This design comes from an exercise in tuning for small area on the open sky130 flow, not from production work.
The RTL was checked by simulation tests, not by an equivalence proof against the original design.
Power figures rest on the tool's default switching activity, not on a simulated workload.

$ cat flow/design.v
module image_process_v1_0 #
(
	parameter integer IMG_W = 32,
	parameter integer IMG_H = 24,
	parameter integer C_M00_AXIS_TDATA_WIDTH	= 32,
	parameter integer C_M00_AXIS_START_COUNT	= 32,
	parameter integer C_S00_AXIS_TDATA_WIDTH	= 32
)
(
	input wire  m00_axis_aclk,
	input wire  m00_axis_aresetn,
	output reg  m00_axis_tvalid,
	output wire [C_M00_AXIS_TDATA_WIDTH-1 : 0] m00_axis_tdata,
	output wire [(C_M00_AXIS_TDATA_WIDTH/8)-1 : 0] m00_axis_tstrb,
	output wire  m00_axis_tlast,
	input wire  m00_axis_tready,
	output reg  s00_axis_tready,
	input wire [C_S00_AXIS_TDATA_WIDTH-1 : 0] s00_axis_tdata,
	input wire [(C_S00_AXIS_TDATA_WIDTH/8)-1 : 0] s00_axis_tstrb,
	input wire  s00_axis_tlast,
	input wire  s00_axis_tvalid
);
localparam integer NBLK = (IMG_W/2)*(IMG_H/2);	 
localparam integer GLEN = 3*IMG_W + 3;			 
localparam integer MLEN = 2*IMG_W + 5;			 
wire clk = m00_axis_aclk;
wire rst = m00_axis_aresetn;			 
wire rnext = s00_axis_tready && s00_axis_tvalid;
wire wnext = m00_axis_tvalid && m00_axis_tready;
wire ce    = rnext;
reg [7:0] n;
always @(posedge clk)
begin
	if(!rst)
		n<=0;
	else if(ce && n!=4*IMG_W+16)
		n<=n+1'b1;
end
reg av_valid, fifo_wr_valid;
always @(posedge clk)
begin
	if(!rst)
		begin
			av_valid<=1'b0;
			fifo_wr_valid<=1'b0;
		end
	else
		begin
			if(n==4*IMG_W+10)
				av_valid<=1'b1;
			if(n==4*IMG_W+15)
				fifo_wr_valid<=1'b1;
		end
end
wire [15:0] gray_w = s00_axis_tdata[23:16]*8'd77 + s00_axis_tdata[15:8]*8'd149
                   + s00_axis_tdata[7:0]*8'd28 + 16'd1;
reg [8*GLEN-1:0] dch;
always @(posedge clk)
begin
	if(ce)
		dch<={dch[8*GLEN-9:0],gray_w[15:8]};
end
wire [7:0] t1 = (n>IMG_W+2)   ? dch[8*(IMG_W+2)+:8]   : 8'd0;
wire [7:0] t2 = (n>2*IMG_W+2) ? dch[8*(2*IMG_W+2)+:8] : 8'd0;
wire [7:0] t3 = (n>3*IMG_W+2) ? dch[8*(3*IMG_W+2)+:8] : 8'd0;
function [7:0] max3;
	input [7:0] a,b,c;
	reg [7:0] m;
	begin
		m = (a>b) ? a : b;
		max3 = (m>c) ? m : c;
	end
endfunction
function [7:0] min3;
	input [7:0] a,b,c;
	reg [7:0] m;
	begin
		m = (a<b) ? a : b;
		min3 = (m<c) ? m : c;
	end
endfunction
function [7:0] mid3;
	input [7:0] a,b,c;
	reg [7:0] hi,lo;
	begin
		hi = (a>b) ? a : b;
		lo = (a>b) ? b : a;
		mid3 = (c>=hi) ? hi : ((c<=lo) ? lo : c);
	end
endfunction
reg [7:0] mx0,md0,mn0,mx1,md1,mn1,mx2,md2,mn2;
reg [7:0] min_max,mid_mid,max_min;
reg [7:0] med;
always @(posedge clk)
begin
	if(!rst)
		begin
			mx0<=0; md0<=0; mn0<=0;
			mx1<=0; md1<=0; mn1<=0;
			mx2<=0; md2<=0; mn2<=0;
			min_max<=0; mid_mid<=0; max_min<=0;
			med<=0;
		end
	else if(ce)
		begin
			mx0<=max3(t1,t2,t3);
			md0<=mid3(t1,t2,t3);
			mn0<=min3(t1,t2,t3);
			mx1<=mx0; md1<=md0; mn1<=mn0;
			mx2<=mx1; md2<=md1; mn2<=mn1;
			min_max<=min3(mx0,mx1,mx2);
			mid_mid<=mid3(md0,md1,md2);
			max_min<=max3(mn0,mn1,mn2);
			med<=mid3(min_max,mid_mid,max_min);
		end
end
reg [8*MLEN-1:0] ech;
always @(posedge clk)
begin
	if(ce)
		ech<={ech[8*MLEN-9:0],med};
end
wire [7:0] e35 = ech[8*(IMG_W+2)+:8];
wire [7:0] e36 = ech[8*(IMG_W+3)+:8];
wire [7:0] e67 = ech[8*(2*IMG_W+2)+:8];
wire [7:0] e68 = ech[8*(2*IMG_W+3)+:8];
wire [9:0] average_value = e35 + e36 + e67 + e68;
wire [7:0] gray_bf_2 = ech[8*(2*IMG_W+4)+:8];		 
wire ceb = ce && av_valid;
reg [5:0] cnt;
always @(posedge clk)
begin
	if(!rst)
		cnt<=0;
	else if(ceb)
		cnt<=cnt+1'b1;
end
wire row_a = (cnt<IMG_W);
wire wcond = ceb && row_a && !cnt[0];
reg [7:0] bf_cnt;
always @(posedge clk)
begin
	if(!rst)
		bf_cnt<=0;
	else if(wcond && bf_cnt!=NBLK)
		bf_cnt<=bf_cnt+1'b1;
end
reg [10*NBLK-1:0] bg;
always @(posedge clk)
begin
	if(wcond)
		bg<={bg[10*NBLK-11:0],average_value};
end
wire [9:0] back_pixel = (bf_cnt==NBLK) ? bg[10*NBLK-1-:10] : 10'd0;
wire [10:0] diff = {1'b0,average_value} - {1'b0,back_pixel};
wire [10:0] ndiff = {1'b0,back_pixel} - {1'b0,average_value};
wire moving = (!diff[10] && diff>11'd70) || (!ndiff[10] && ndiff>11'd70);
reg [IMG_W/2-1:0] rowflag;
reg rf_out;
reg flag, flag_1, flag_2;
always @(posedge clk)
begin
	if(wcond)
		rowflag<={rowflag[IMG_W/2-2:0],moving};
	else if(ceb && !row_a && cnt[0])
		rowflag<={rowflag[IMG_W/2-2:0],1'b0};
end
always @(posedge clk)
begin
	if(!rst)
		begin
			rf_out<=0;
			flag<=0;
			flag_1<=0;
			flag_2<=0;
		end
	else if(ceb)
		begin
			if(!row_a)
				rf_out<=rowflag[IMG_W/2-1];
			if(row_a && !cnt[0])
				flag<=moving;
			else if(!row_a)
				flag<=rf_out;
			flag_1<=flag;
			flag_2<=flag_1;
		end
end
reg ce_0,ce_1,ce_buf;
always @(posedge clk)
begin
	if(!rst)
		begin
			ce_0<=0;
			ce_1<=0;
			ce_buf<=0;
		end
	else
		begin
			ce_0<=ceb;
			ce_1<=ce_0;
			ce_buf<=ce_1;
		end
end
reg [4:0] cnt_x,cnt_y;
reg [4:0] x1_ns,x2_ns,y1_ns,y2_ns;
reg [4:0] x1_cs,x2_cs,y1_cs,y2_cs;
wire x_end = (cnt_x==IMG_W-1);
wire f_end = (cnt_y==IMG_H-1) && x_end && ce_buf;
wire x_in  = (cnt_x>5) && (cnt_x<IMG_W-6);
wire y_in  = (cnt_y>5) && (cnt_y<IMG_H-6);
wire trk   = flag_2 && ce_buf;
always @(posedge clk)
begin
	if(!rst)
		begin
			cnt_x<=0;
			cnt_y<=0;
		end
	else if(ce_buf)
		begin
			cnt_x<=x_end ? 5'd0 : cnt_x+1'b1;
			if(x_end)
				cnt_y<=(cnt_y==IMG_H-1) ? 5'd0 : cnt_y+1'b1;
		end
end
always @(posedge clk)
begin
	if(!rst)
		begin
			x1_cs<=0; x2_cs<=0; y1_cs<=0; y2_cs<=0;
			x1_ns<=0; x2_ns<=0; y1_ns<=0; y2_ns<=0;
		end
	else if(f_end)
		begin
			x1_cs<=x1_ns; x2_cs<=x2_ns; y1_cs<=y1_ns; y2_cs<=y2_ns;
			x1_ns<=IMG_W-1; x2_ns<=0; y1_ns<=IMG_H-11; y2_ns<=0;
		end
	else if(trk)
		begin
			if(x_in && cnt_x<x1_ns) x1_ns<=cnt_x;
			if(x_in && cnt_x>x2_ns) x2_ns<=cnt_x;
			if(y_in && cnt_y<y1_ns) y1_ns<=cnt_y;
			if(y_in && cnt_y>y2_ns) y2_ns<=cnt_y;
		end
end
wire in_x = (cnt_x<=x2_cs) && (cnt_x>=x1_cs);
wire in_y = (cnt_y<y2_cs) && (cnt_y>y1_cs);
wire blue = ((cnt_y==y1_cs || cnt_y==y2_cs) && in_x) ||
            ((cnt_x==x1_cs || cnt_x==x2_cs) && in_y);
reg [8:0] th;
always @(posedge clk)
begin
	if(!rst)
		th<=0;
	else if(ceb)
		begin
			if(flag_2)
				th<=9'h100;
			else if(blue)
				th<=9'h101;
			else
				th<={1'b0,gray_bf_2};
		end
end
reg [8:0] mem [0:31];
reg [5:0] wp, rp;
wire [5:0] count = wp - rp;
wire do_wr = ce && fifo_wr_valid;
wire do_rd = wnext;
always @(posedge clk)
begin
	if(do_wr)
		mem[wp[4:0]]<=th;
end
always @(posedge clk)
begin
	if(!rst)
		begin
			wp<=0;
			rp<=0;
		end
	else
		begin
			if(do_wr)
				wp<=wp+1'b1;
			if(do_rd)
				rp<=rp+1'b1;
		end
end
wire empty        = (count==0);
wire almost_empty = (count<=1);
wire full         = (count==32);
wire almost_full  = (count>=31);
wire [8:0] q = mem[rp[4:0]];
wire [7:0] r_o = q[8] ? {8{~q[0]}} : q[7:0];
wire [7:0] g_o = q[8] ? 8'd0 : q[7:0];
wire [7:0] b_o = q[8] ? {8{q[0]}} : q[7:0];
assign m00_axis_tdata = {8'd0, r_o, g_o, b_o};
assign m00_axis_tstrb = {(C_M00_AXIS_TDATA_WIDTH/8){1'b1}};
reg [4:0] ocnt;
always @(posedge clk)
begin
	if(!rst)
		ocnt<=0;
	else if(wnext)
		ocnt<=ocnt+1'b1;
end
assign m00_axis_tlast = wnext && (ocnt==IMG_W-1);
always @(posedge clk)
begin
	if(!rst)
		begin
			m00_axis_tvalid<=1'b0;
			s00_axis_tready<=1'b0;
		end
	else
		begin
			m00_axis_tvalid<=!empty && !(almost_empty && wnext);
			s00_axis_tready<=!full && !(almost_full && rnext);
		end
end
endmodule
$ cat flow/constraint.sdc
create_clock -name core_clock -period 10.0 [get_ports {m00_axis_aclk}]
set_input_delay 2.0000 -clock core_clock [delete_from_list [all_inputs] [get_ports {m00_axis_aclk}]]
set_output_delay 2.0000 -clock core_clock [all_outputs]
set_load 0.01 [all_outputs]
$ cat flow/config.mk
export PLATFORM = sky130hd
export DESIGN_NAME = image_process_v1_0
export DESIGN_NICKNAME = image_process_v1_0
export VERILOG_FILES = /design/flow/design.v
export SDC_FILE = /design/flow/constraint.sdc
export NUM_CORES = 4
export LEC_CHECK = 0
export CAP_MARGIN = 20
export CORE_MARGIN = 2
export CORE_UTILIZATION = 45
export PLACE_DENSITY = 0.6
export SLEW_MARGIN = 20
$ cat flow/run.sh
#!/bin/bash
# synth_recipe.tcl (not shown) runs the flow's synth.tcl, then flattens the netlist and writes it again
# the make line also repeats each setting of config.mk as NAME=value (left out here)
make -C /OpenROAD-flow-scripts/flow DESIGN_CONFIG=/design/flow/config.mk WORK_HOME=/design/flow/orfs CLKGATE_MAP_FILE= SYNTH_SCRIPT=/design/flow/synth_recipe.tcl finish
==> flow_summary.toml <==
[worst_setup_path]
slowest_delay_ns = 0.77
critPathMaxFanout = 43
r2r_slack_ns = 4.20
crit_required_ns = 8.00
end_kind = "output port"
arrival_ns = 5.04
start_kind = "register"
slowest_stage = "buf_4"
criticalPathCategory = "register to output port"
cpMostUsedCell = "mux4_2"
crit_chain = "buf_4 > mux4_2 > mux4_2 > mux2_2 > ha_1 > or2_1 > clkdlybuf4s50_1"

[clocking]
cts_max_level = 5
cts_buffer_depth = 4
clkSinkCount = 3786
cts_tree = "yes"
clkTransAtPathRegs_ns = 0.06
post_cts_resized = 0
postCtsSetupBuffers = 0
hold_buffers = 0
clkLatencyLatePin_ns = 0.89
cts-root-buf = "clkbuf_16"
cts_buffers = 377

[finish]
final_cell_area_sq_um = 145000
nNetsFinal = 6682
syn_to_final_growth_pct = 13.7
fin_util_pct = 51.4
layout-drive-gt1-share_pct = 11.1
fin_cells = 10337

[global_route]
grt-ovfl-total = 0
grt_use_total_pct = 11.9
grt_pass1_wl_microns = 277000
grt_pass1_vias = 49751
grt_max_degree = 195
antenna_found_initial = 5

[floorplanning]
core_area_sq_um = 282000
die_y_microns = 536
io_pins = 80
die_w_microns = 536
dieArea_sq_um = 288000
rows = 195
start_util_pct = 45.2

[sta]
setup_viol = 0
setup_tns_ns = 0
fin_skew_ns = 0.0690
slew_viol_final = 0
fmax_mhz = 142
min_period_over_period_pct = 70.4
hold_ws_ns = 0.358
period_needed_ns = 7.04
rsz0062_at_grt = "false"
layout_setup_ws_ns = 2.96
hold_viol_final = 0
relSlewSlack_pct = 28.0
worst_pin_slew_ns = 1.08

[synthesis]
synth_area_leaders = "edfxtp_1, dfxtp_1, ha_1"
yosysWarnings = 1
yosysTopAreaCell = "edfxtp_1"
netlist.area_leader.share_pct = 84.0
synth_seq_cells = 3786
synth_edf_count = 3568
netlist_area_sq_um = 128000
netlist_instances = 5909
async_reset_ff_share_pct = 0
ys.flop_type = "edfxtp_1"
syn-mean-instance-area_sq_um = 21.6
yosysSeqAreaShare_pct = 87.4
netlist-cell-type-count = 76

[min_path]
hold_class = "register to register"

[power]
p_total_mw = 33.3
leakage_nw = 40.6
ir_drop_uv = 139
power-per-cell-area_nw_per_um2 = 230

[place]
dp.cells = 9658
routabilityCongestion = 0.791
dpl_worst_slack_ns = 2.20
port_buffers = 54
hpwlAfterDp_microns = 90700
postPlaceCellArea_sq_um = 133000

[drt]
first_pass_iters = 5
vias = 50233
vias_per_cell = 4.86
ant_nets = 0
wl_microns = 173000
wire_per_inst_microns = 16.8
drt_iter0_drc = 4703
remaining_drc_errors = 0

[status]
status = "complete, no violations"

[flow_run]
max-cap-violations = 0
final timing paths:
path,start,endpoint,cells after the start
setup / recovery,register,m00_axis_tdata[23],7
hold / removal,bg[574],bg[584],0
setup reg to reg,n[0],md0[0],23
hold reg to reg,bg[574],bg[584],0
flip-flops by register name, indices dropped and copies added, names as in the netlist, 9 cells and up, named ones only:
register	count
th	9
dch	792
rowflag	16
bg	1920
ech	552
mem	288
critical path: cells and delay by family, from the launching register on:
kind	cells	cell delay, ns
simple gates	1	0.25
fa+ha+maj	1	0.27
flops	1	0.74
mux	3	1.59
buf+inv	2	1.25
layout by cell type (no fill, tap or decap), types with 82 or more instances in the layout:
master	n
a21oi_1	162
dfxtp_1	210
mux4_2	90
nor2_1	184
inv_1	280
mux2i_1	87
clkbuf_16	379
edfxtp_1	3568
clkinv_1	82
ha_1	271
nand2_1	272
metal layers:
metal / up-vias / wire length [microns] / track usage, %
li1: 23630 / - / -
met5: - / 0 / 0
met3: 332 / 8240 / 2.46
met2: 847 / 73300 / 16.4
met1: 25424 / 87700 / 19.0
met4: 0 / 3970 / 3.70
final cells by class:
| cell class | count | area, sq um |
|---|---|---|
| Antenna cell | 3 | 7.51 |
| Clock buffer | 455 | 9790 |
| Clock inverter | 219 | 2090 |
| Fill cell | 21922 | 137000 |
| Inverter | 282 | 1080 |
| Multi-Input combinational cell | 1736 | 14600 |
| Sequential cell | 3786 | 112000 |
| Tap cell | 3743 | 4680 |
| Timing Repair Buffer | 113 | 1270 |
synthesized netlist by cell type, types with 7 or more instances:
cell type and instances:
edfxtp_1 3568, inv_1 282, nand2_1 274, ha_1 271
dfxtp_1 218, nor2_1 187, a21oi_1 162, mux4_2 90
mux2i_1 87, clkbuf_1 78, fa_1 74, nand3_1 54
o21ai_0 45, nor2b_1 35, a21o_1 33, xnor2_1 32
nand4_1 31, o21ai_1 29, xor2_1 28, and3_1 26
mux2_2 26, o21a_1 26, o211ai_1 22, nand2b_1 21
nor3_1 18, buf_2 13, buf_1 12, buf_4 12
a211o_1 9, o221ai_1 9, a2111oi_0 8, a221o_1 8
a22oi_1 8, o21bai_1 8, or2_1 8, a211oi_1 7
or3_1 7
cell families after synthesis:
logic type	synth area share, %
AND/OR/NAND/NOR	2.48
adder cells (fa/ha/maj)	3.82
multiplexers	2.51
XOR/XNOR	0.425
other	0.00589
buffers and inverters	1.22
flip-flops	87.4
AO/OA/AOI/OAI	2.12
where the power goes:
| part | internal (mW) | switching, mW |
|---|---|---|
| logic | 0.791 | 1.22 |
| registers | 17.7 | 0.125 |
| clock network | 7.84 | 5.66 |
| total | 26.3 | 7.00 |

## static timing again, ports no longer ideal
No port has a modelled driver above. Below, the same layout with a new extraction and two added sets of constraints. Step 1, drivers: a clkbuf_16 drives m00_axis_aclk and a buf_2 each remaining input, both assumed. Step 2 times the ports against the registers' clock, not the clock port: input delays grow and output delays shrink by t, the midpoint of the rising clock arrivals with the driver on. Three values: no drivers, after step 1, after step 2; two values: the first two.
shift t [ns]: 0.942
setup slack, ns: 2.956 / 2.865 / 2.185
clock arrival spread, ns: 0.089 / 0.090
worst data-port slew with drivers (ns): 0.06
After both steps setup and hold are still met in this run. The setup slack of this run moves by -0.091 ns with the drivers and by -0.771 ns with both steps.
